This is an optimization exercise on Yosys and OpenROAD, whose aim is small area, not a production implementation. Power is estimated from default activity; no workload was simulated.

== before ==
==> module cpu, before the edit <==
module cpu(out, in, clk, reset);
input  [7:0] in;
input        clk, reset;
output [7:0] out;
reg [7:0] out;
reg [7:0] reg_a, reg_b, reg_c;
reg [7:0] m0, m1, m2, m3, m4, m5, m6, m7;
reg [7:0] m8, m9, m10, m11, m12, m13, m14, m15;
reg [3:0] op;       
reg [3:0] n;        
reg       skip;     
reg       ldc;      
reg       outm;     
reg       wr_q;     
reg       wrn_q;    
reg       ph;       
wire exec = ~skip & ~ldc & ~outm;
wire op_in  = exec & ((op == 4'h6) | (op == 4'h7) | (op == 4'h8));
wire op_a   = exec & ((op == 4'h6) | (op == 4'hd));
wire op_b   = exec & ((op == 4'h7) | (op == 4'he));
wire op_alu = exec & ~op[3] & ~(op[2] & op[1]);
wire op_ld  = exec & (op == 4'ha);
wire op_om  = exec & (op == 4'hc);
wire op_oc  = exec & (op == 4'hb);
wire [7:0] bus = (op[3] & (op[0] | op[1])) ? reg_c : in;
reg  [7:0] x, y;
reg        cin;
always @* begin
	x = reg_a; y = reg_b; cin = 1'b0;
	case (op[2:0])
	3'b000: begin y = reg_b;  cin = 1'b0; end
	3'b001: begin y = ~reg_b; cin = 1'b1; end
	3'b010: begin y = 8'h00;  cin = 1'b1; end
	3'b011: begin y = 8'hff;  cin = 1'b0; end
	3'b100: begin y = reg_b;  cin = 1'b1; end
	default: begin x = ~reg_a; y = 8'h00; cin = 1'b1; end
	endcase
end
wire [8:0] cy;
assign cy[0] = cin;
genvar i;
generate for (i = 0; i < 8; i = i + 1) begin : add
	assign cy[i+1] = (x[i] & y[i]) | (x[i] & cy[i]) | (y[i] & cy[i]);
end endgenerate
wire [7:0] alu = x ^ y ^ cy[7:0];
wire [15:0] dec = 16'h0001 << n;
wire [7:0] rdq = ({8{dec[0]}}  & m0)  | ({8{dec[1]}}  & m1)  | ({8{dec[2]}}  & m2)  | ({8{dec[3]}}  & m3)
              | ({8{dec[4]}}  & m4)  | ({8{dec[5]}}  & m5)  | ({8{dec[6]}}  & m6)  | ({8{dec[7]}}  & m7)
              | ({8{dec[8]}}  & m8)  | ({8{dec[9]}}  & m9)  | ({8{dec[10]}} & m10) | ({8{dec[11]}} & m11)
              | ({8{dec[12]}} & m12) | ({8{dec[13]}} & m13) | ({8{dec[14]}} & m14) | ({8{dec[15]}} & m15);
wire [7:0] rd = rdq ^ {8{ph}};
wire [15:0] we  = {16{wr_q & ~reset}} & dec;
wire [15:0] wen = {16{wrn_q | reset}} | ~dec;
wire [7:0]  wd  = bus ^ {8{ph}};
always @(posedge clk) begin
	ph <= ~ph;
	m0  <= ~(({8{we[0]}}  | m0)  & ({8{wen[0]}}  | wd));
	m1  <= ~(({8{we[1]}}  | m1)  & ({8{wen[1]}}  | wd));
	m2  <= ~(({8{we[2]}}  | m2)  & ({8{wen[2]}}  | wd));
	m3  <= ~(({8{we[3]}}  | m3)  & ({8{wen[3]}}  | wd));
	m4  <= ~(({8{we[4]}}  | m4)  & ({8{wen[4]}}  | wd));
	m5  <= ~(({8{we[5]}}  | m5)  & ({8{wen[5]}}  | wd));
	m6  <= ~(({8{we[6]}}  | m6)  & ({8{wen[6]}}  | wd));
	m7  <= ~(({8{we[7]}}  | m7)  & ({8{wen[7]}}  | wd));
	m8  <= ~(({8{we[8]}}  | m8)  & ({8{wen[8]}}  | wd));
	m9  <= ~(({8{we[9]}}  | m9)  & ({8{wen[9]}}  | wd));
	m10 <= ~(({8{we[10]}} | m10) & ({8{wen[10]}} | wd));
	m11 <= ~(({8{we[11]}} | m11) & ({8{wen[11]}} | wd));
	m12 <= ~(({8{we[12]}} | m12) & ({8{wen[12]}} | wd));
	m13 <= ~(({8{we[13]}} | m13) & ({8{wen[13]}} | wd));
	m14 <= ~(({8{we[14]}} | m14) & ({8{wen[14]}} | wd));
	m15 <= ~(({8{we[15]}} | m15) & ({8{wen[15]}} | wd));
end
wire wr_next = ~(reset | op_in | op_ld | op_om) & in[7] & ~in[6] & ~in[5];
always @(posedge clk) begin
	wr_q  <= wr_next;
	wrn_q <= ~wr_next;
end
always @(posedge clk) begin
	if (reset) begin
		reg_a <= 8'h00;
		reg_b <= 8'h00;
		reg_c <= 8'h00;
		out   <= 8'h00;
		skip  <= 1'b1;
		ldc   <= 1'b0;
		outm  <= 1'b0;
	end else begin
		if (op_a) reg_a <= bus;
		if (op_b) reg_b <= bus;
		if (op_alu) reg_c <= alu;
		else if (ldc) reg_c <= rd;
		if (wr_q) out <= 8'h00;
		else if (op_oc) out <= reg_c;
		else if (outm) out <= rd;
		skip <= op_in;
		ldc  <= op_ld;
		outm <= op_om;
	end
end
always @(posedge clk) begin
	op <= in[7:4];
	if (~(op_ld | op_om))
		n <= in[3:0];
end
endmodule
clock: 5.0 ns
lec_check: 0
cap_margin: 20
core_margin: 2
core_utilization: 40
slew_margin: 20
standard.sh (not shown) runs the stock make flow with config.mk's settings and CLKGATE_MAP_FILE= SYNTH_SCRIPT=/design/flow/synth_recipe.tcl, a recipe that flattens the netlist after the stock synthesis.
==> flow/flow/run.sh <==
#!/bin/bash
# Own layout flow: the standard flow (standard.sh) with
#  - the standard synthesis script, except that ABC maps the logic with an
#    area-oriented script (flow/area.abc); ABC does not touch the registers,
#  - single-size buffers on the ports,
#  - a clock tree of mid-size buffers without dummy loads.
# All tool output goes to standard.log here and ORFS's logs under orfs/logs.
set -euo pipefail
here=$(pwd)
{
  echo 'proc abc {args} {'
  echo '  set i [lsearch -exact $args -script]'
  echo "  if { \$i >= 0 } { lset args [expr {\$i + 1}] $here/flow/area.abc }"
  echo '  yosys abc {*}$args'
  echo '}'
  cat synth_recipe.tcl
} > own_synth.tcl
CTS="-sink_clustering_enable -repair_clock_nets -dont_use_dummy_load -buf_list sky130_fd_sc_hd__clkbuf_8"
bash standard.sh "SYNTH_SCRIPT=$here/own_synth.tcl" \
  "BUFFER_PORTS_ARGS=-buffer_cell sky130_fd_sc_hd__buf_1" \
  "CTS_ARGS=$CTS" finish > standard.log 2>&1
==> flow/flow/area.abc <==
strash
ifraig
scorr
dc2
strash
dch -f
amap
topo
Setup changes, before to after
--- a/flow/design.v
+++ b/flow/design.v
@@ -11,9 +11,9 @@
 reg       skip;     
 reg       ldc;      
 reg       outm;     
 reg       wr_q;     
-reg       wrn_q;    
+reg       actn_q;   
 reg       ph;       
 wire exec = ~skip & ~ldc & ~outm;
 wire op_in  = exec & ((op == 4'h6) | (op == 4'h7) | (op == 4'h8));
 wire op_a   = exec & ((op == 4'h6) | (op == 4'hd));
@@ -43,16 +43,16 @@
 	assign cy[i+1] = (x[i] & y[i]) | (x[i] & cy[i]) | (y[i] & cy[i]);
 end endgenerate
 wire [7:0] alu = x ^ y ^ cy[7:0];
 wire [15:0] dec = 16'h0001 << n;
-wire [7:0] rdq = ({8{dec[0]}}  & m0)  | ({8{dec[1]}}  & m1)  | ({8{dec[2]}}  & m2)  | ({8{dec[3]}}  & m3)
-              | ({8{dec[4]}}  & m4)  | ({8{dec[5]}}  & m5)  | ({8{dec[6]}}  & m6)  | ({8{dec[7]}}  & m7)
-              | ({8{dec[8]}}  & m8)  | ({8{dec[9]}}  & m9)  | ({8{dec[10]}} & m10) | ({8{dec[11]}} & m11)
-              | ({8{dec[12]}} & m12) | ({8{dec[13]}} & m13) | ({8{dec[14]}} & m14) | ({8{dec[15]}} & m15);
+wire [15:0] we  = {16{wr_q & ~reset}} & dec;
+wire [15:0] wen = {16{actn_q | reset}} | ~dec;
+wire [7:0] rdq = ({8{wen[0]}}  | m0)  & ({8{wen[1]}}  | m1)  & ({8{wen[2]}}  | m2)  & ({8{wen[3]}}  | m3)
+               & ({8{wen[4]}}  | m4)  & ({8{wen[5]}}  | m5)  & ({8{wen[6]}}  | m6)  & ({8{wen[7]}}  | m7)
+               & ({8{wen[8]}}  | m8)  & ({8{wen[9]}}  | m9)  & ({8{wen[10]}} | m10) & ({8{wen[11]}} | m11)
+               & ({8{wen[12]}} | m12) & ({8{wen[13]}} | m13) & ({8{wen[14]}} | m14) & ({8{wen[15]}} | m15);
 wire [7:0] rd = rdq ^ {8{ph}};
-wire [15:0] we  = {16{wr_q & ~reset}} & dec;
-wire [15:0] wen = {16{wrn_q | reset}} | ~dec;
-wire [7:0]  wd  = bus ^ {8{ph}};
+wire [7:0]  wd  = (bus ^ {8{ph}}) | {8{ldc | outm}};
 always @(posedge clk) begin
 	ph <= ~ph;
 	m0  <= ~(({8{we[0]}}  | m0)  & ({8{wen[0]}}  | wd));
 	m1  <= ~(({8{we[1]}}  | m1)  & ({8{wen[1]}}  | wd));
@@ -71,11 +71,12 @@
 	m14 <= ~(({8{we[14]}} | m14) & ({8{wen[14]}} | wd));
 	m15 <= ~(({8{we[15]}} | m15) & ({8{wen[15]}} | wd));
 end
 wire wr_next = ~(reset | op_in | op_ld | op_om) & in[7] & ~in[6] & ~in[5];
+wire act_next = wr_next | (~reset & (op_ld | op_om));
 always @(posedge clk) begin
-	wr_q  <= wr_next;
-	wrn_q <= ~wr_next;
+	wr_q   <= wr_next;
+	actn_q <= ~act_next;
 end
 always @(posedge clk) begin
 	if (reset) begin
 		reg_a <= 8'h00;
## What came out
Looking at the reports, after completed the entire flow and the layout it produced met the timing, DRC and antenna checks.
For largest incremental delay on the critical path, before and after come out practically identical.
Going from before to after, power after layout shows an increase of 2.0%; share of power burned in the clock network saw little to no change; achievable frequency saw a decrease; number of cells in the finished layout apart from fillers picked up an extra 2.5%.
The count of non-CTS inverters in the layout in after was lower than what before gave.
No functional check of the RTL was part of any run of this note.

separate check: timing with driven ports:
Ports are ideal in the flow. The routed layouts listed here were re-timed in OpenROAD. Step 1: set_driving_cell puts a clkbuf_16 on clk and a buf_2 on each other input, an assumption about the parent block. Step 2 moves the port delays by t, midway between the first and last clock arrival at a register: inputs arrive t later, outputs are due t later. That takes back most of the time a late clock gives input paths. Three values: no drivers, after step 1, after step 2; two values: the first two.
| run | shift t [ns] | setup WS [ns] | slew at the worst register clock pin (ns) |
|---|---|---|---|
| before | 0.485 | 0.301 / 0.301 / 0.301 | 0.09 / 0.09 |
| after | 0.514 | 0.237 / 0.237 / 0.237 | 0.09 / 0.09 |
After both steps every run listed still meets setup and hold.
